Context: an optimization exercise on an open-source flow, tuned for small area and a short achievable clock period. The choices shown serve that exercise and are no tape-out recipe. At most, simulation tests tie the RTL to the original design; equivalence was not proved. Power is estimated from default activity; no workload was simulated.

job 104:
==> flow/design.v <==
module MY_CPU (clk, nRESET, instr, pc, cc, dbg_addr, dbg_data);
	input clk;
	input nRESET;
	input [15:0] instr;
	output [15:0] pc;
	output [3:0] cc;
	input [2:0] dbg_addr;
	output [15:0] dbg_data;
	reg [14:0] pc_q;   
	reg [3:0] cc;
	assign pc = {pc_q, 1'b0};
	wire [15:0] pc_c;
	assign pc_c[0] = 1'b1;
	genvar t;
	generate for (t = 0; t < 15; t = t + 1) begin : g_pc
		assign pc_c[t + 1] = pc_c[t] & pc_q[t];
	end endgenerate
	always @(posedge clk or negedge nRESET)
		if (!nRESET) pc_q <= 15'b0;
		else pc_q <= pc_q ^ pc_c[14:0];
	wire [2:0] op = instr[14:12];
	wire i = instr[11];
	wire [2:0] rD = instr[10:8];
	wire [2:0] rA = instr[7:5];
	wire [2:0] rB = instr[4:2];
	wire [15:0] imm = {{11{instr[4]}}, instr[4:0]};
	wire valid = ~(op == 3'd7 & i);   
	reg [15:0] rf [0:7];
	reg [7:0] v;
	wire [15:0] res;
	wire [7:0] we;
	genvar k;
	generate for (k = 0; k < 8; k = k + 1) begin : g_rf
		assign we[k] = valid & (rD == k);
		always @(posedge clk)
			if (we[k]) rf[k] <= res;
	end endgenerate
	always @(posedge clk or negedge nRESET)
		if (!nRESET) v <= 8'b0;
		else v <= v | we;
	function [7:0] sel;
		input [2:0] a;
		input [7:0] vv;
		reg [3:0] lo;
		reg [7:0] hv;
		integer j;
		begin
			for (j = 0; j < 4; j = j + 1)
				lo[j] = (a[1:0] == j);
			for (j = 0; j < 8; j = j + 1)
				hv[j] = (a[2] == j[2]) & vv[j];
			for (j = 0; j < 8; j = j + 1)
				sel[j] = lo[j % 4] & hv[j];
		end
	endfunction
	function [15:0] rd;
		input [7:0] s;
		input [127:0] d;
		integer j;
		begin
			rd = 16'b0;
			for (j = 0; j < 8; j = j + 1)
				rd = rd | ({16{s[j]}} & d[16*j +: 16]);
		end
	endfunction
	wire [127:0] rflat = {rf[7], rf[6], rf[5], rf[4], rf[3], rf[2], rf[1], rf[0]};
	wire [15:0] A = rd(sel(rA, v), rflat);
	wire [15:0] rb = rd(sel(rB, v & {8{~i}}), rflat);   
	assign dbg_data = rd(sel(dbg_addr, v), rflat);
	wire [15:0] B = rb | (imm & {16{i}});
	wire sub = (op == 3'd2);
	wire [15:0] Bx = B ^ {16{sub}};
	wire [15:0] g0 = A & Bx;
	wire [15:0] p0 = A ^ Bx;
	reg [15:0] G, P;
	integer lv, b;
	always @(*) begin
		G = g0; P = p0;
		G[0] = g0[0] | (p0[0] & sub);
		for (lv = 0; lv < 4; lv = lv + 1)
			for (b = 0; b < 16; b = b + 1)
				if ((b >> lv) & 1) begin
					G[b] = G[b] | (P[b] & G[((b >> lv) << lv) - 1]);
					P[b] = P[b] & P[((b >> lv) << lv) - 1];
				end
	end
	wire [16:0] cy = {G, sub};
	wire [15:0] sum = p0 ^ cy[15:0];
	wire cout = cy[16];
	wire s_shl = (op == 3'd3);
	wire s_shr = (op == 3'd4);
	reg [15:0] sh, nx;
	integer sl;
	always @(*) begin
		sh = A;
		for (sl = 0; sl < 4; sl = sl + 1) begin
			for (b = 0; b < 16; b = b + 1)
				nx[b] = (B[sl] & s_shl & (b >= (1 << sl)) & sh[(b - (1 << sl)) & 15]) |
					(B[sl] & s_shr & (b + (1 << sl) < 16) & sh[(b + (1 << sl)) & 15]) |
					(~B[sl] & (s_shl | s_shr) & sh[b]);
			sh = nx;
		end
	end
	wire s_mov = (op == 3'd1), s_and = (op == 3'd5), s_or = (op == 3'd6), s_not = (op == 3'd7);
	wire [15:0] lg = ({16{s_mov}} & B) | ({16{s_and | s_or}} & g0) | ({16{s_or}} & p0) | ({16{s_not}} & ~B);
	wire s_add = (op == 3'd0) | (op == 3'd2);
	wire [15:0] r = ({16{s_add}} & sum) | sh | lg;
	assign res = r;
	wire [15:0] zo = {g0[14:0] | p0[14:0], sub};
	wire Z_add = ~|(p0 ^ zo);
	wire [3:0] s = instr[3:0];
	reg [15:0] m;
	integer q;
	always @(*)
		for (q = 0; q < 16; q = q + 1)
			m[q] = s_shl ? (q <= 15 - s) : (q >= s);
	wire Z_sh = ~|(A & m);
	wire Z_lg = ~|lg;
	wire N = r[15];
	wire Z = s_add ? Z_add : (s_shl | s_shr) ? Z_sh : Z_lg;
	wire C = (op == 3'd0) & cout;
	wire V = (op == 3'd3) ? (A[15] ^ sh[15]) :
		(op == 3'd0) ? ((A[15] == B[15]) & (sum[15] ^ A[15])) : 1'b0;
	always @(posedge clk or negedge nRESET)
		if (!nRESET) cc <= 4'b0;
		else if (valid & i) cc <= {N, Z, C, V};
		else cc <= 4'b0;
endmodule
export LEC_CHECK = 0
export CAP_MARGIN = 10
export CORE_MARGIN = 2
export CORE_UTILIZATION = 40
export SETUP_SLACK_MARGIN = 2.5
export SLEW_MARGIN = 10
create_clock -name core_clock -period 7.0 [get_ports {clk}]
standard.sh (not shown) runs the stock make flow with config.mk's settings and CLKGATE_MAP_FILE= SYNTH_SCRIPT=/design/flow/synth_recipe.tcl, a recipe that flattens the netlist after the stock synthesis.
==> flow/flow/run.sh <==
#!/bin/bash
# Layout flow: the standard ORFS flow with these changes:
#  - synthesis maps with flow/abc.script, the pc incrementer with flow/abc_area.script
#    (flow/my_synth.tcl swaps them into ORFS's
#    synthesis; everything else there is the standard synthesis);
#  - no full/half adder extraction in synthesis (ADDER_MAP_FILE empty);
#  - port buffers are sky130_fd_sc_hd__buf_1 instead of the resizer's default pick;
#  - clock tree from clkbuf_4/clkbuf_8 without dummy loads.
# The make output is kept in flow_make.log; ORFS's own logs stay under orfs/logs.
set -euo pipefail
here=$(pwd)
export MY_ABC_SCRIPT=$here/flow/abc.script
export MY_ABC_AREA_SCRIPT=$here/flow/abc_area.script
bash standard.sh ADDER_MAP_FILE= \
  SYNTH_SCRIPT=$here/flow/my_synth.tcl \
  "BUFFER_PORTS_ARGS=-buffer_cell sky130_fd_sc_hd__buf_1" \
  "CTS_ARGS=-sink_clustering_enable -repair_clock_nets -dont_use_dummy_load -buf_list {sky130_fd_sc_hd__clkbuf_4 sky130_fd_sc_hd__clkbuf_8}" \
  finish > flow_make.log 2>&1
==> flow/flow/abc.script <==
strash
dch
map -D 2000
topo
buffer -c
upsize -c
dnsize -c
==> flow/flow/abc_area.script <==
strash
&get -n
&st
&dch
&nf -p -R 0
&put
topo
==> flow/flow/my_synth.tcl <==
# The standard flow's synth_recipe.tcl (standard ORFS synthesis, no fsm/share, flattened, renamed)
# with one change: ABC maps with flow/abc.script, and the pc incrementer (the logic
# cone of the pc_q flip-flops, which has the whole cycle) is first mapped on its own
# with flow/abc_area.script for area.
proc synth {args} { yosys synth -nofsm -noshare {*}$args }
proc abc {args} {
  set i [lsearch -exact $args -script]
  if { $i >= 0 } {
    set a [lreplace $args [expr {$i + 1}] [expr {$i + 1}] $::env(MY_ABC_AREA_SCRIPT)]
    yosys select -set pcl c:pc_q* %ci1:+\[D\] %ci* t:sky130_fd_sc_hd__* %d
    yosys abc {*}$a @pcl
    set args [lreplace $args [expr {$i + 1}] [expr {$i + 1}] $::env(MY_ABC_SCRIPT)]
  }
  puts "my abc: $args"
  yosys abc {*}$args
}
source $::env(SCRIPTS_DIR)/synth.tcl
# left out here: clear keep_hierarchy, flatten, clean up, hide names made inside functions, write 1_2_yosys.v
Here is what was changed in the inputs of job 101 compared with job 104.
--- a/flow/design.v
+++ b/flow/design.v
@@ -41,17 +41,9 @@
 	function [7:0] sel;
 		input [2:0] a;
 		input [7:0] vv;
-		reg [3:0] lo;
-		reg [7:0] hv;
 		integer j;
-		begin
-			for (j = 0; j < 4; j = j + 1)
-				lo[j] = (a[1:0] == j);
-			for (j = 0; j < 8; j = j + 1)
-				hv[j] = (a[2] == j[2]) & vv[j];
-			for (j = 0; j < 8; j = j + 1)
-				sel[j] = lo[j % 4] & hv[j];
-		end
+		for (j = 0; j < 8; j = j + 1)
+			sel[j] = (a == j) & vv[j];
 	endfunction
 	function [15:0] rd;
 		input [7:0] s;
@@ -65,9 +57,9 @@
 	endfunction
 	wire [127:0] rflat = {rf[7], rf[6], rf[5], rf[4], rf[3], rf[2], rf[1], rf[0]};
 	wire [15:0] A = rd(sel(rA, v), rflat);
-	wire [15:0] rb = rd(sel(rB, v & {8{~i}}), rflat);   
+	wire [15:0] rb = rd(sel(rB, v), rflat);
 	assign dbg_data = rd(sel(dbg_addr, v), rflat);
-	wire [15:0] B = rb | (imm & {16{i}});
+	wire [15:0] B = i ? imm : rb;
 	wire sub = (op == 3'd2);
 	wire [15:0] Bx = B ^ {16{sub}};
 	wire [15:0] g0 = A & Bx;
@@ -106,8 +98,10 @@
 	wire s_add = (op == 3'd0) | (op == 3'd2);
 	wire [15:0] r = ({16{s_add}} & sum) | sh | lg;
 	assign res = r;
-	wire [15:0] zo = {g0[14:0] | p0[14:0], sub};
-	wire Z_add = ~|(p0 ^ zo);
+	wire [15:0] Bi = imm ^ {16{sub}};
+	wire [15:0] zx = A ^ Bi;
+	wire [15:0] zo = {A[14:0] | Bi[14:0], sub};
+	wire Z_add = ~|(zx ^ zo);
 	wire [3:0] s = instr[3:0];
 	reg [15:0] m;
 	integer q;
### Flow results
[job 101] headroom to the max-slew limit fell 6.1 points relative to job 104. Weighted congestion reported at the end of routability-driven placement, job 104 and job 101: larger value in job 104. Area growth from synthesis to final layout, job 104 and job 101: larger value in job 101. Sequential fraction of the synthesis area delta for job 101 relative to job 104: 0.55 points lower. Against job 104, job 101 comes in about 0.47% lower on power consumption. Compared job 101 vs job 104, and starting density of the core is down in job 101. Number of sinks driven by the clock tree across job 104 and job 101: no real change. Changes observed in job 101 relative to job 104: maximum clock rate -about 0.7%, combined global-route utilization of all metal layers +0.30 points, number of library cell types mapped by synthesis +3, utilization after layout ~0 delta.
The RTL of job 104 was laid out without a check of its function.

## re-timing with driven ports
The flow's constraints put no driver on any port. The routed layouts listed below were extracted and timed again, unchanged, in two steps. Step 1 assumes that a clkbuf_16 drives the clock port and a buf_2 every other input. Step 2 times the ports against the registers' clock, not the clock port: input delays grow and output delays shrink by t, the midpoint of the rising clock arrivals with the driver on. Slacks: ideal / step 1 / step 2; pairs: ideal / step 1.
run	t (ns)	setup slack, ns	pins driven straight from the clock port
job 104	0.493	2.557 / 2.545 / 2.083	1
job 101	0.499	2.524 / 2.519 / 2.045	1
After both steps setup and hold are still met in every run listed. The setup slack of job 101, which loses most, moves by -0.005 ns with the drivers and by -0.479 ns with both steps.
